Context: an optimization exercise on an open-source flow, tuned for small area and a short achievable clock period. The choices shown serve that exercise and are no tape-out recipe.
Power figures rest on the tool's default switching activity, not on a simulated workload.

==> run a: inputs <==
==> flow/design.v (excerpt) <==
module mul32_pipe(clk, rst, in_valid, a, b, out_valid, p);
  input clk, rst, in_valid;
  input [31:0] a, b;
  output out_valid;
  output [63:0] p;
  reg [4:0] vpipe;
  always @(posedge clk)
    if (rst) vpipe <= 5'd0;
    else vpipe <= {vpipe[3:0], in_valid};
  assign out_valid = vpipe[4];
  reg [416:0] rk1;
  reg [225:0] rk2;
  reg [136:0] rk3;
  reg [114:0] rk4;
  reg [63:0] rk5;
  wire n1 = b[1] & ~b[0];
  wire n2 = b[2] ^ b[1];
  wire n3 = (b[3] & ~b[2] & ~b[1]) | (~b[3] & b[2] & b[1]);
  wire n4 = b[4] ^ b[3];
  wire n5 = (b[5] & ~b[4] & ~b[3]) | (~b[5] & b[4] & b[3]);
  wire n6 = b[6] ^ b[5];
  wire n7 = (b[7] & ~b[6] & ~b[5]) | (~b[7] & b[6] & b[5]);
  wire n8 = b[8] ^ b[7];
  wire n9 = (b[9] & ~b[8] & ~b[7]) | (~b[9] & b[8] & b[7]);
  wire n10 = b[10] ^ b[9];
  wire n11 = (b[11] & ~b[10] & ~b[9]) | (~b[11] & b[10] & b[9]);
  wire n12 = b[12] ^ b[11];
  wire n13 = (b[13] & ~b[12] & ~b[11]) | (~b[13] & b[12] & b[11]);
  wire n14 = b[14] ^ b[13];
  wire n15 = (b[15] & ~b[14] & ~b[13]) | (~b[15] & b[14] & b[13]);
  wire n16 = b[16] ^ b[15];
  wire n17 = (b[17] & ~b[16] & ~b[15]) | (~b[17] & b[16] & b[15]);
  wire n18 = b[18] ^ b[17];
  wire n19 = (b[19] & ~b[18] & ~b[17]) | (~b[19] & b[18] & b[17]);
  wire n20 = b[20] ^ b[19];
  wire n21 = (b[21] & ~b[20] & ~b[19]) | (~b[21] & b[20] & b[19]);
  wire n22 = b[22] ^ b[21];
  wire n23 = (b[23] & ~b[22] & ~b[21]) | (~b[23] & b[22] & b[21]);
  wire n24 = b[24] ^ b[23];
  wire n25 = (b[25] & ~b[24] & ~b[23]) | (~b[25] & b[24] & b[23]);
  wire n26 = b[26] ^ b[25];
  wire n27 = (b[27] & ~b[26] & ~b[25]) | (~b[27] & b[26] & b[25]);
  wire n28 = b[28] ^ b[27];
  ...
Settings: LEC_CHECK=0, ABC_AREA=1, CAP_MARGIN=20, CORE_MARGIN=2, CORE_UTILIZATION=40, SLEW_MARGIN=20, SYNTH_HIERARCHICAL=1; clock period 2.5 ns.
standard.sh (not shown) runs the stock make flow with config.mk's settings and CLKGATE_MAP_FILE= SYNTH_SCRIPT=/design/flow/synth_recipe.tcl, a recipe that flattens the netlist after the stock synthesis.
==> flow/flow/run.sh <==
#!/bin/bash
# Own layout flow: the standard ORFS flow (standard.sh), unchanged except that the
# port buffers that global placement inserts on every input and output use a plain buffer
# (buf_4) instead of the delay cell buffer_ports picks by default.
set -euo pipefail
export BUFFER_PORTS_ARGS="-buffer_cell sky130_fd_sc_hd__buf_4"
bash standard.sh finish > standard_flow.log 2>&1
==> run b (differences from run a) <==
--- a/flow/design.v
+++ b/flow/design.v
@@ -9,11 +9,11 @@
     else vpipe <= {vpipe[3:0], in_valid};
   assign out_valid = vpipe[4];
   reg [416:0] rk1;
   reg [225:0] rk2;
   reg [136:0] rk3;
-  reg [114:0] rk4;
+  reg [98:0] rk4;
   reg [63:0] rk5;
   wire n1 = b[1] & ~b[0];
   wire n2 = b[2] ^ b[1];
   wire n3 = (b[3] & ~b[2] & ~b[1]) | (~b[3] & b[2] & b[1]);
   wire n4 = b[4] ^ b[3];
@@ -1670,17 +1670,19 @@
   mul_fa u1131(rk3[116], rk3[117], rk3[118], fs1131, fc1131);
   wire fs1132, fc1132;
   mul_fa u1132(rk3[120], rk3[121], rk3[122], fs1132, fc1132);
   wire fs1133, fc1133;
   mul_fa u1133(rk3[124], rk3[125], rk3[126], fs1133, fc1133);
-  wire [64:0] s1134;
-  assign s1134 = {rk4[113], rk4[112], rk4[110], rk4[109], rk4[107], rk4[106], rk4[104], rk4[103], rk4[101], rk4[100], rk4[98], rk4[97], rk4[95], rk4[93], rk4[91], rk4[89], rk4[87], rk4[85], rk4[83], rk4[81], rk4[79], rk4[77], rk4[75], rk4[73], rk4[71], rk4[69], rk4[67], rk4[65], rk4[63], rk4[61], rk4[59], rk4[57], rk4[55], rk4[53], rk4[51], rk4[49], rk4[47], rk4[45], rk4[43], rk4[41], rk4[39], rk4[37], rk4[35], rk4[33], rk4[31], rk4[29], rk4[27], rk4[25], rk4[23], rk4[21], rk4[19], rk4[17], rk4[15], rk4[13], rk4[11], rk4[9], rk4[8], rk4[7], rk4[6], rk4[5], rk4[4], rk4[3], rk4[2], rk4[0]} + {rk4[114], 1'b0, rk4[111], 1'b0, rk4[108], 1'b0, rk4[105], 1'b0, rk4[102], 1'b0, rk4[99], 1'b0, rk4[96], rk4[94], rk4[92], rk4[90], rk4[88], rk4[86], rk4[84], rk4[82], rk4[80], rk4[78], rk4[76], rk4[74], rk4[72], rk4[70], rk4[68], rk4[66], rk4[64], rk4[62], rk4[60], rk4[58], rk4[56], rk4[54], rk4[52], rk4[50], rk4[48], rk4[46], rk4[44], rk4[42], rk4[40], rk4[38], rk4[36], rk4[34], rk4[32], rk4[30], rk4[28], rk4[26], rk4[24], rk4[22], rk4[20], rk4[18], rk4[16], rk4[14], rk4[12], rk4[10], 1'b0, 1'b0, 1'b0, 1'b0, 1'b0, 1'b0, 1'b0, rk4[1]} + 1'b0;
+  wire [24:0] s1134;
+  assign s1134 = {hc1102, hc1101, hc1100, hc1099, hc1098, hc1097, hc1096, hc1095, hc1094, hc1093, hc1092, hc1091, hc1090, hc1089, hc1088, fc1087, fs1087, rk3[7], rk3[6], rk3[5], rk3[4], rk3[3], rk3[2], rk3[0]} + {hs1103, hs1102, hs1101, hs1100, hs1099, hs1098, hs1097, hs1096, hs1095, hs1094, hs1093, hs1092, hs1091, hs1090, hs1089, hs1088, 1'b0, 1'b0, 1'b0, 1'b0, 1'b0, 1'b0, 1'b0, rk3[1]} + 1'b0;
+  wire [40:0] s1135;
+  assign s1135 = {rk4[72], rk4[71], rk4[69], rk4[68], rk4[66], rk4[65], rk4[63], rk4[62], rk4[60], rk4[59], rk4[57], rk4[56], rk4[54], rk4[52], rk4[50], rk4[48], rk4[46], rk4[44], rk4[42], rk4[40], rk4[38], rk4[36], rk4[34], rk4[32], rk4[30], rk4[28], rk4[26], rk4[24], rk4[22], rk4[20], rk4[18], rk4[16], rk4[14], rk4[12], rk4[10], rk4[8], rk4[6], rk4[4], rk4[2], rk4[0]} + {rk4[73], 1'b0, rk4[70], 1'b0, rk4[67], 1'b0, rk4[64], 1'b0, rk4[61], 1'b0, rk4[58], 1'b0, rk4[55], rk4[53], rk4[51], rk4[49], rk4[47], rk4[45], rk4[43], rk4[41], rk4[39], rk4[37], rk4[35], rk4[33], rk4[31], rk4[29], rk4[27], rk4[25], rk4[23], rk4[21], rk4[19], rk4[17], rk4[15], rk4[13], rk4[11], rk4[9], rk4[7], rk4[5], rk4[3], rk4[1]} + rk4[98];
   always @(posedge clk) rk1 <= {n607, n575, fc788, fs788, fc787, fs787, fc786, fs786, fc785, n603, fs785, fc784, n602, fs784, fc783, n601, n569, fs783, fc782, fc781, fs782, fs781, fc780, fc779, fs780, fs779, fc778, fc777, fs778, fs777, fc776, fc775, n597, fs776, fs775, fc774, fc773, n596, fs774, fs773, fc772, fc771, n595, n563, fs772, fs771, fc770, fc769, fc768, fs770, fs769, fs768, fc767, fc766, fc765, fs767, fs766, fs765, fc764, fc763, fc762, fs764, fs763, fs762, fc761, fc760, fc759, n591, fs761, fs760, fs759, fc758, fc757, fc756, n590, fs758, fs757, fs756, fc755, fc754, fc753, n589, n557, fs755, fs754, fs753, fc752, fc751, fc750, fc749, fs752, fs751, fs750, fs749, fc748, fc747, fc746, fc745, fs748, fs747, fs746, fs745, fc744, fc743, fc742, fc741, fs744, fs743, fs742, fs741, fc740, fc739, fc738, fc737, n585, fs740, fs739, fs738, fs737, fc736, fc735, fc734, fc733, n584, fs736, fs735, fs734, fs733, fc732, fc731, fc730, fc729, n583, n551, fs732, fs731, fs730, fs729, fc728, fc727, fc726, fc725, fc724, fs728, fs727, fs726, fs725, fs724, fc723, fc722, fc721, fc720, fc719, fs723, fs722, fs721, fs720, fs719, fc718, fc717, fc716, fc715, fc714, fs718, fs717, fs716, fs715, fs714, fc713, fc712, fc711, fc710, fc709, n579, fs713, fs712, fs711, fs710, fs709, fc708, fc707, fc706, fc705, fc704, n578, fs708, fs707, fs706, fs705, fs704, fc703, fc702, fc701, fc700, fc699, fc698, fs703, fs702, fs701, fs700, fs699, fs698, fc697, fc696, fc695, fc694, fc693, n576, n544, fs697, fs696, fs695, fs694, fs693, fc692, fc691, fc690, fc689, fc688, n543, fs692, fs691, fs690, fs689, fs688, fc687, fc686, fc685, fc684, fc683, n542, n510, fs687, fs686, fs685, fs684, fs683, fc682, fc681, fc680, fc679, fc678, fs682, fs681, fs680, fs679, fs678, fc677, fc676, fc675, fc674, fc673, n508, fs677, fs676, fs675, fs674, fs673, fc672, fc671, fc670, fc669, n475, n443, fs672, fs671, fs670, fs669, fc668, fc667, fc666, fc665, fc664, fs668, fs667, fs666, fs665, fs664, fc663, fc662, fc661, fc660, n441, fs663, fs662, fs661, fs660, fc659, fc658, fc657, fc656, n440, n408, fs659, fs658, fs657, fs656, fc655, fc654, fc653, fc652, fs655, fs654, fs653, fs652, fc651, fc650, fc649, fc648, n406, fs651, fs650, fs649, fs648, fc647, fc646, fc645, n373, n341, fs647, fs646, fs645, fc644, fc643, fc642, fc641, fs644, fs643, fs642, fs641, fc640, fc639, fc638, n339, fs640, fs639, fs638, fc637, fc636, fc635, n338, n306, fs637, fs636, fs635, fc634, fc633, fc632, fs634, fs633, fs632, fc631, fc630, fc629, n304, fs631, fs630, fs629, fc628, fc627, n271, n239, fs628, fs627, fc626, fc625, fc624, fs626, fs625, fs624, fc623, fc622, n237, fs623, fs622, fc621, fc620, n236, n204, fs621, fs620, fc619, fc618, fs619, fs618, fc617, fc616, n202, fs617, fs616, fc615, n169, n137, fs615, fc614, fc613, fs614, fs613, fc612, n135, fs612, fc611, n134, n102, fs611, fc610, fs610, fc609, n100, fs609, n67, n35, fc608, fs608, n33, n32, b[1]};
   always @(posedge clk) rk2 <= {fs908, rk1[413], rk1[412], fc990, fs990, fs907, fc906, fs906, fc905, fc989, fs989, fc988, fs904, fs988, fc987, fs987, fc986, fs986, fc985, fs901, fs985, fc984, fs900, fc899, fs984, fc983, fs899, fs983, fc982, fs897, fs896, fs982, fc981, fs895, fs981, fc980, fs893, fs980, fc979, fs891, fs890, fs979, fc978, fs889, fs888, fs978, fc977, fc976, fs887, fs977, fs976, fc975, fs885, fs884, fs975, fc974, fc973, fs974, fs973, fc972, fc971, fs880, fs972, fs971, fc970, fc969, fs970, fs969, fc968, fc967, fs968, fs967, fc966, fc965, fs872, fs966, fs965, fc964, fc963, fs869, fs868, fs964, fs963, fc962, fc961, fs866, fs962, fs961, fc960, fc959, fs863, fs960, fs959, hc958, fc957, fc956, hs958, fs957, fs956, fc955, fc954, fc953, fs955, fs954, fs953, hc952, fc951, fc950, hs952, fs951, fs950, fc949, fc948, fc947, fs949, fs948, fs947, fc946, fc945, fs847, fs946, fs945, fc944, fc943, fc942, fs944, fs943, fs942, fc941, fc940, fs840, fs941, fs940, fc939, fc938, fs836, fs939, fs938, fc937, fc936, fs833, fs937, fs936, fc935, fc934, fs830, fs829, fs935, fs934, fc933, fc932, fs933, fs932, fc931, fc930, fs931, fs930, fc929, fc928, fs929, fs928, fc927, fc926, fs927, fs926, fc925, fc924, fs816, fs925, fs924, fc923, fs814, fs813, fs923, fc922, fs811, fs810, fs922, fc921, fs809, fs808, fs921, fc920, fc919, fs920, fs919, fc918, fs805, fs918, fc917, fs803, fs917, fc916, fs801, fs916, fc915, fs799, fs915, fc914, fs798, fc797, fs914, fc913, fs913, fc912, fs912, fc911, fs911, fc910, fs793, fs910, fs792, fc791, fs791, fc790, fs790, rk1[14], rk1[10], rk1[9], fc909, fs909, fs789, rk1[3], rk1[2], rk1[1], rk1[0]};
   always @(posedge clk) rk3 <= {fc1050, rk2[225], fs1050, rk2[221], fc1086, fs1086, fs1049, fc1085, fs1085, fs1048, rk2[210], rk2[209], fc1084, fs1084, fs1047, fc1046, fc1083, fs1083, fs1045, fc1044, fc1082, fs1082, fs1043, fc1042, fs1042, fc1041, fc1081, fs1081, fc1080, fs1040, fs1080, fc1079, fs1079, fc1078, fs1038, fs1078, fc1077, fs1077, fc1076, fs1036, fs1076, fc1075, fs1075, fc1074, fs1034, fs1074, fc1073, fs1032, fs1073, fc1072, fs1031, fs1072, fc1071, fs1028, fs1071, fc1070, fs1027, fs1070, fc1069, fs1025, fs1069, fc1068, fs1023, fs1068, fc1067, fs1021, fs1067, fc1066, fs1018, fs1066, fc1065, fs1017, fs1065, fc1064, fs1014, fs1064, fc1063, fs1012, fs1063, fc1062, fs1010, fs1062, fc1061, fs1008, fs1061, fc1060, fs1060, fc1059, fs1059, fc1058, fs1058, fc1057, fs1057, fc1056, fs1056, fc1055, fs1055, fc1054, fs1054, fc1053, fs1053, fc1052, fs998, fs1052, fs997, fc996, fs996, fc995, fs995, fc994, fs994, fc993, fs993, fc992, fs992, rk2[26], rk2[22], rk2[21], rk2[20], rk2[19], rk2[18], rk2[17], rk2[16], rk2[15], rk2[14], rk2[13], rk2[12], rk2[11], fc1051, fs1051, fs991, rk2[5], rk2[4], rk2[3], rk2[2], rk2[1], rk2[0]};
-  always @(posedge clk) rk4 <= {rk3[136], rk3[135], rk3[134], rk3[133], rk3[132], rk3[131], rk3[130], rk3[129], rk3[128], rk3[127], fc1133, fs1133, rk3[123], fc1132, fs1132, rk3[119], fc1131, fs1131, rk3[115], hc1130, hs1130, fc1129, fs1129, hc1128, hs1128, fc1127, fs1127, hc1126, hs1126, fc1125, fs1125, hc1124, hs1124, fc1123, fs1123, hc1122, hs1122, fc1121, fs1121, fc1120, fs1120, fc1119, fs1119, fc1118, fs1118, fc1117, fs1117, fc1116, fs1116, fc1115, fs1115, fc1114, fs1114, fc1113, fs1113, fc1112, fs1112, fc1111, fs1111, fc1110, fs1110, fc1109, fs1109, fc1108, fs1108, hc1107, hs1107, hc1106, hs1106, hc1105, hs1105, hc1104, hs1104, hc1103, hs1103, hc1102, hs1102, hc1101, hs1101, hc1100, hs1100, hc1099, hs1099, hc1098, hs1098, hc1097, hs1097, hc1096, hs1096, hc1095, hs1095, hc1094, hs1094, hc1093, hs1093, hc1092, hs1092, hc1091, hs1091, hc1090, hs1090, hc1089, hs1089, hc1088, hs1088, fc1087, fs1087, rk3[7], rk3[6], rk3[5], rk3[4], rk3[3], rk3[2], rk3[1], rk3[0]};
-  always @(posedge clk) rk5 <= {s1134[63], s1134[62], s1134[61], s1134[60], s1134[59], s1134[58], s1134[57], s1134[56], s1134[55], s1134[54], s1134[53], s1134[52], s1134[51], s1134[50], s1134[49], s1134[48], s1134[47], s1134[46], s1134[45], s1134[44], s1134[43], s1134[42], s1134[41], s1134[40], s1134[39], s1134[38], s1134[37], s1134[36], s1134[35], s1134[34], s1134[33], s1134[32], s1134[31], s1134[30], s1134[29], s1134[28], s1134[27], s1134[26], s1134[25], s1134[24], s1134[23], s1134[22], s1134[21], s1134[20], s1134[19], s1134[18], s1134[17], s1134[16], s1134[15], s1134[14], s1134[13], s1134[12], s1134[11], s1134[10], s1134[9], s1134[8], s1134[7], s1134[6], s1134[5], s1134[4], s1134[3], s1134[2], s1134[1], s1134[0]};
+  always @(posedge clk) rk4 <= {s1134[24], s1134[23], s1134[22], s1134[21], s1134[20], s1134[19], s1134[18], s1134[17], s1134[16], s1134[15], s1134[14], s1134[13], s1134[12], s1134[11], s1134[10], s1134[9], s1134[8], s1134[7], s1134[6], s1134[5], s1134[4], s1134[3], s1134[2], s1134[1], s1134[0], rk3[136], rk3[135], rk3[134], rk3[133], rk3[132], rk3[131], rk3[130], rk3[129], rk3[128], rk3[127], fc1133, fs1133, rk3[123], fc1132, fs1132, rk3[119], fc1131, fs1131, rk3[115], hc1130, hs1130, fc1129, fs1129, hc1128, hs1128, fc1127, fs1127, hc1126, hs1126, fc1125, fs1125, hc1124, hs1124, fc1123, fs1123, hc1122, hs1122, fc1121, fs1121, fc1120, fs1120, fc1119, fs1119, fc1118, fs1118, fc1117, fs1117, fc1116, fs1116, fc1115, fs1115, fc1114, fs1114, fc1113, fs1113, fc1112, fs1112, fc1111, fs1111, fc1110, fs1110, fc1109, fs1109, fc1108, fs1108, hc1107, hs1107, hc1106, hs1106, hc1105, hs1105, hc1104, hs1104, hc1103};
+  always @(posedge clk) rk5 <= {s1135[39], s1135[38], s1135[37], s1135[36], s1135[35], s1135[34], s1135[33], s1135[32], s1135[31], s1135[30], s1135[29], s1135[28], s1135[27], s1135[26], s1135[25], s1135[24], s1135[23], s1135[22], s1135[21], s1135[20], s1135[19], s1135[18], s1135[17], s1135[16], s1135[15], s1135[14], s1135[13], s1135[12], s1135[11], s1135[10], s1135[9], s1135[8], s1135[7], s1135[6], s1135[5], s1135[4], s1135[3], s1135[2], s1135[1], s1135[0], rk4[97], rk4[96], rk4[95], rk4[94], rk4[93], rk4[92], rk4[91], rk4[90], rk4[89], rk4[88], rk4[87], rk4[86], rk4[85], rk4[84], rk4[83], rk4[82], rk4[81], rk4[80], rk4[79], rk4[78], rk4[77], rk4[76], rk4[75], rk4[74]};
   assign p = {rk5[63], rk5[62], rk5[61], rk5[60], rk5[59], rk5[58], rk5[57], rk5[56], rk5[55], rk5[54], rk5[53], rk5[52], rk5[51], rk5[50], rk5[49], rk5[48], rk5[47], rk5[46], rk5[45], rk5[44], rk5[43], rk5[42], rk5[41], rk5[40], rk5[39], rk5[38], rk5[37], rk5[36], rk5[35], rk5[34], rk5[33], rk5[32], rk5[31], rk5[30], rk5[29], rk5[28], rk5[27], rk5[26], rk5[25], rk5[24], rk5[23], rk5[22], rk5[21], rk5[20], rk5[19], rk5[18], rk5[17], rk5[16], rk5[15], rk5[14], rk5[13], rk5[12], rk5[11], rk5[10], rk5[9], rk5[8], rk5[7], rk5[6], rk5[5], rk5[4], rk5[3], rk5[2], rk5[1], rk5[0]};
 endmodule
 module mul_fa(x, y, z, s, c);
   input x, y, z;
   output s, c;
--- a/flow/config.mk
+++ b/flow/config.mk
@@ -7,7 +7,8 @@
 export LEC_CHECK = 0
 export ABC_AREA = 1
 export CAP_MARGIN = 20
 export CORE_MARGIN = 2
 export CORE_UTILIZATION = 40
+export SETUP_SLACK_MARGIN = 0.5
 export SLEW_MARGIN = 20
 export SYNTH_HIERARCHICAL = 1
==> qor summary <==
metric                                                                            run b         run a
Result of the run                                      no timing/DRC/antenna violations  no timing/DRC/antenna violations
Overall via count from detail_route                                              28,700        30,200
Power density of the placed cells                                          1360 nW/um^2  1340 nW/um^2
Sum of routed wire length over all layers                                    130,000 um    139,000 um
Origin of the critical flop-to-flop path                                        rk4[98]       rk4[31]
Met1 layer wirelength in the final routing                                    55,500 um     57,500 um
Mean post-synth cell area                                                     11.4 um^2     10.8 um^2
Post-synthesis sequential area ratio                                              0.436         0.430
Post_cts resized                                                                     67             0
VDD IR-drop max                                                                0.758 mV      0.689 mV
Net switching component of the power                                           0.0263 W      0.0270 W
Total half-perimeter wirelength after legalization and detailed placement     90,100 um     98,100 um
Core Region                                                                108,000 um^2  111,000 um^2
Met3 WL post-DR                                                               10,800 um     12,500 um
GRT met1 Usage                                                                    0.317         0.317
Total clock buffers created by CTS                                                  101            98
No run of this note included a check of the RTL's function; only the layout flow was run.

[separate check: timing with driven ports]
In the flow no input, the clock included, has a driving cell. The finished layouts below were timed again as built, in two steps.
Step 1 assumes that a clkbuf_16 drives the clock port and a buf_2 every other input.
Step 2 adds t to the input delays and takes it off the output delays; t is the mean of the earliest and latest rising clock arrival at the registers after step 1. Input paths then give back, and output paths get back, about the clock's delay inside the block.
Three values: ideal ports, drivers, drivers and shift; two values: the first two.
run	shift t [ns]	slack for setup (ns)	hold WS [ns]	worst setup path after step 2	cell pins on the clock port's net
run a	0.752	0.191 / 0.191 / -0.081	0.020 / -0.020 / 0.322	input to register	1
run b	0.754	0.414 / 0.414 / -0.112	0.022 / -0.015 / 0.322	input to register	1
Met with ideal ports but missed after step 2: setup timing in run a and run b. The setup slack of run b, which loses most, moves by 0.000 ns with the drivers and by -0.526 ns with both steps.
